Source: an optimization exercise on an open RTL-to-GDS flow (aim: small area). Production flows keep margins and buffers that such runs may drop. The RTL was checked by simulation tests, not by an equivalence proof against the original design. Power and IR drop assume default switching activity.

==> flow/design.v (excerpt) <==
module system_top (
    input  wire         clk,
    input  wire         rst,
    input  wire         rx,
    output wire         tx,
    input  wire         miso,
    output wire         sclk,
    output wire         mosi,
    output wire         cs_n,
    output wire         nrst_pd,
    output wire [4:0]   pwm_servos,
    input  wire [4:0]   input_ir,
    output wire [4:0]   led_busy,
    output wire         led1, led2
);
Size: ~2100 cells after synthesis, ~26 I/O pins, roughly 22000 um2 of cells after synthesis.
==> flow/config.mk <==
export PLATFORM = sky130hd
export DESIGN_NAME = system_top
export DESIGN_NICKNAME = system_top
export VERILOG_FILES = /design/flow/design.v
export SDC_FILE = /design/flow/constraint.sdc
export NUM_CORES = 4
export LEC_CHECK = 0
export CAP_MARGIN = 20
export CORE_MARGIN = 2
export CORE_UTILIZATION = 65
export CTS_CLUSTER_DIAMETER = 100
export CTS_CLUSTER_SIZE = 28
export SLEW_MARGIN = 20
==> flow/constraint.sdc <==
create_clock -name core_clock -period 8.0 [get_ports {clk}]
set_input_delay 1.6000 -clock core_clock [delete_from_list [all_inputs] [get_ports {clk}]]
set_output_delay 1.6000 -clock core_clock [all_outputs]
set_load 0.01 [all_outputs]
standard.sh (not shown) runs the stock make flow with config.mk's settings and CLKGATE_MAP_FILE= SYNTH_SCRIPT=/design/flow/synth_recipe.tcl, a recipe that flattens the netlist after the stock synthesis.
==> flow/flow/run.sh <==
#!/bin/bash
# Own layout flow: the standard synthesis; then its combinational logic
# is mapped again by ABC with an area-oriented script (flow/remap.abc), the
# registers kept as the standard synthesis made them; then the standard
# layout steps on that netlist. Each tool's output goes to a log file here.
set -euo pipefail
R=orfs/results/$FLOW_PLATFORM/system_top/base
YOSYS=yosys
if [[ -x $FLOW_HOME/../tools/install/yosys/bin/yosys ]]; then YOSYS=$FLOW_HOME/../tools/install/yosys/bin/yosys; fi
export REMAP_LIB=$FLOW_HOME/platforms/$FLOW_PLATFORM/lib/sky130_fd_sc_hd__tt_025C_1v80.lib

bash standard.sh synth > std_synth.log 2>&1
cp $R/1_2_yosys.v std_1_2_yosys.v
$YOSYS -c flow/remap1.tcl > remap1.log 2>&1
$YOSYS -c flow/remap2.tcl > remap2.log 2>&1
cp remapped.v $R/1_2_yosys.v
bash standard.sh > std_layout.log 2>&1
==> flow/flow/remap.abc <==
&get -n
&st
&dc2
&dch -f
&nf -a
&put
mfs2
&get -n
&st
&dc2
&dch -f
&nf -a
&put
topo
stime -c
dnsize -c
Other scripts of this flow, unchanged in this note and not shown: flow/flow/abc.constr, flow/flow/remap1.tcl, flow/flow/remap2.tcl
Edit:
==> flow/flow/remap.abc (replaced) <==
&get -n
&st
&deepsyn -T 60
&dch -f
&nf -a
&put
mfs2
&get -n
&st
&dc2
&dch -f
&nf -a
&put
mfs2
&get -n
&st
&dch -f
&nf -a
&put
topo
stime -c
dnsize -c
Outcome: Design area fell by 3.1%; total power is higher by 4.0%; non-clock buffer count came out higher by 2; clock skew hardly moves; global-route usage falls by 0.76 points; worst setup slack improved by 0.050 ns; critical path depth rose by 3; area after synthesis went down by about 3.3%; routed wire length decreases by 6.3%; worst hold slack hardly moves.


Starting RTL as in the previous note.
==> flow/design.v (excerpt) <==
module system_top (
    input  wire         clk,
    input  wire         rst,
    input  wire         rx,
    output wire         tx,
    input  wire         miso,
    output wire         sclk,
    output wire         mosi,
    output wire         cs_n,
    output wire         nrst_pd,
    output wire [4:0]   pwm_servos,
    input  wire [4:0]   input_ir,
    output wire [4:0]   led_busy,
    output wire         led1, led2
);
==> flow/config.mk <==
export PLATFORM = sky130hd
export DESIGN_NAME = system_top
export DESIGN_NICKNAME = system_top
export VERILOG_FILES = /design/flow/design.v
export SDC_FILE = /design/flow/constraint.sdc
export NUM_CORES = 4
export LEC_CHECK = 0
export CAP_MARGIN = 20
export CORE_MARGIN = 2
export CORE_UTILIZATION = 75
export CTS_CLUSTER_DIAMETER = 100
export CTS_CLUSTER_SIZE = 30
export SLEW_MARGIN = 20
==> flow/constraint.sdc <==
create_clock -name core_clock -period 8.0 [get_ports {clk}]
set_input_delay 1.6000 -clock core_clock [delete_from_list [all_inputs] [get_ports {clk}]]
set_output_delay 1.6000 -clock core_clock [all_outputs]
set_load 0.01 [all_outputs]
Scripts as last shown in full above: flow/flow/run.sh
Other scripts of this flow, unchanged in this note and not shown: flow/flow/abc.constr, flow/flow/remap.abc, flow/flow/remap1.tcl, flow/flow/remap2.tcl
Rerun with:
--- a/flow/flow/run.sh
+++ b/flow/flow/run.sh
@@ -15,3 +15,5 @@
 $YOSYS -c flow/remap2.tcl > remap2.log 2>&1
 cp remapped.v $R/1_2_yosys.v
-bash standard.sh > std_layout.log 2>&1
+# The port buffers are the smallest buffer rather than the one buffer_ports
+# picks by default.
+bash standard.sh "BUFFER_PORTS_ARGS=-buffer_cell sky130_fd_sc_hd__buf_1" finish > std_layout.log 2>&1
--- a/flow/config.mk
+++ b/flow/config.mk
@@ -8,6 +8,6 @@
 export CAP_MARGIN = 20
 export CORE_MARGIN = 2
-export CORE_UTILIZATION = 75
+export CORE_UTILIZATION = 65
 export CTS_CLUSTER_DIAMETER = 100
-export CTS_CLUSTER_SIZE = 30
+export CTS_CLUSTER_SIZE = 28
 export SLEW_MARGIN = 20
Worst setup slack gets better by 0.082 ns.
Global-route usage fell by 5.7 points.
Utilization fell by 11 points.
Power stays flat.
Routed wire length fell by a few percent.
Worst hold slack gets better by 0.020 ns.
Non-clock buffer count rose by 2.
Maximum frequency rose slightly.
Register-to-register slack gets better by 0.08 ns.
Critical path depth is unchanged.
Rerun with:
--- a/flow/flow/run.sh
+++ b/flow/flow/run.sh
@@ -15,5 +15,3 @@
 $YOSYS -c flow/remap2.tcl > remap2.log 2>&1
 cp remapped.v $R/1_2_yosys.v
-# The port buffers are the smallest buffer rather than the one buffer_ports
-# picks by default.
-bash standard.sh "BUFFER_PORTS_ARGS=-buffer_cell sky130_fd_sc_hd__buf_1" finish > std_layout.log 2>&1
+bash standard.sh > std_layout.log 2>&1
--- a/flow/config.mk
+++ b/flow/config.mk
@@ -8,5 +8,5 @@
 export CAP_MARGIN = 20
 export CORE_MARGIN = 2
-export CORE_UTILIZATION = 65
+export CORE_UTILIZATION = 82
 export CTS_CLUSTER_DIAMETER = 100
 export CTS_CLUSTER_SIZE = 28
Non-clock buffer count does not change.
Die area drops by about a fifth.
Clock skew climbs by 0.0073 ns.

port drivers added, routing unchanged:
How much do the figures lean on ideal ports? The routed layouts below were timed once more, with nothing changed but the port constraints.
Step 1 sets driving cells, clkbuf_16 on the clock port and buf_2 on the other inputs (assumed; they add their load-dependent delay and slew).
Step 2 moves the port delays by t, midway between the first and last clock arrival at a register: inputs arrive t later, outputs are due t later. That takes back most of the time a late clock gives input paths.
a / b / c = ideal / step 1 / step 2; a / b = the first two.
| run | shift t [ns] | slack for setup (ns) | worst setup path after step 2 | clock arrival spread, ns |
|---|---|---|---|---|
| the first run of note 1 | 0.607 | 3.156 / 3.156 / 3.156 | register to register | 0.021 / 0.021 |
| the second run of note 1 | 0.605 | 3.206 / 3.206 / 3.206 | register to register | 0.017 / 0.017 |
| the first run of note 2 | 0.611 | 3.588 / 3.588 / 3.368 | input to register | 0.032 / 0.031 |
| the second run of note 2 | 0.601 | 3.670 / 3.670 / 3.477 | input to register | 0.022 / 0.022 |
| the third run of note 2 | 0.606 | 3.732 / 3.732 / 3.537 | input to register | 0.030 / 0.030 |
After both steps every run listed still meets setup and hold. For the first run of note 2, which loses most, drivers alone change the setup slack by 0.000 ns; drivers and shift together by -0.220 ns.
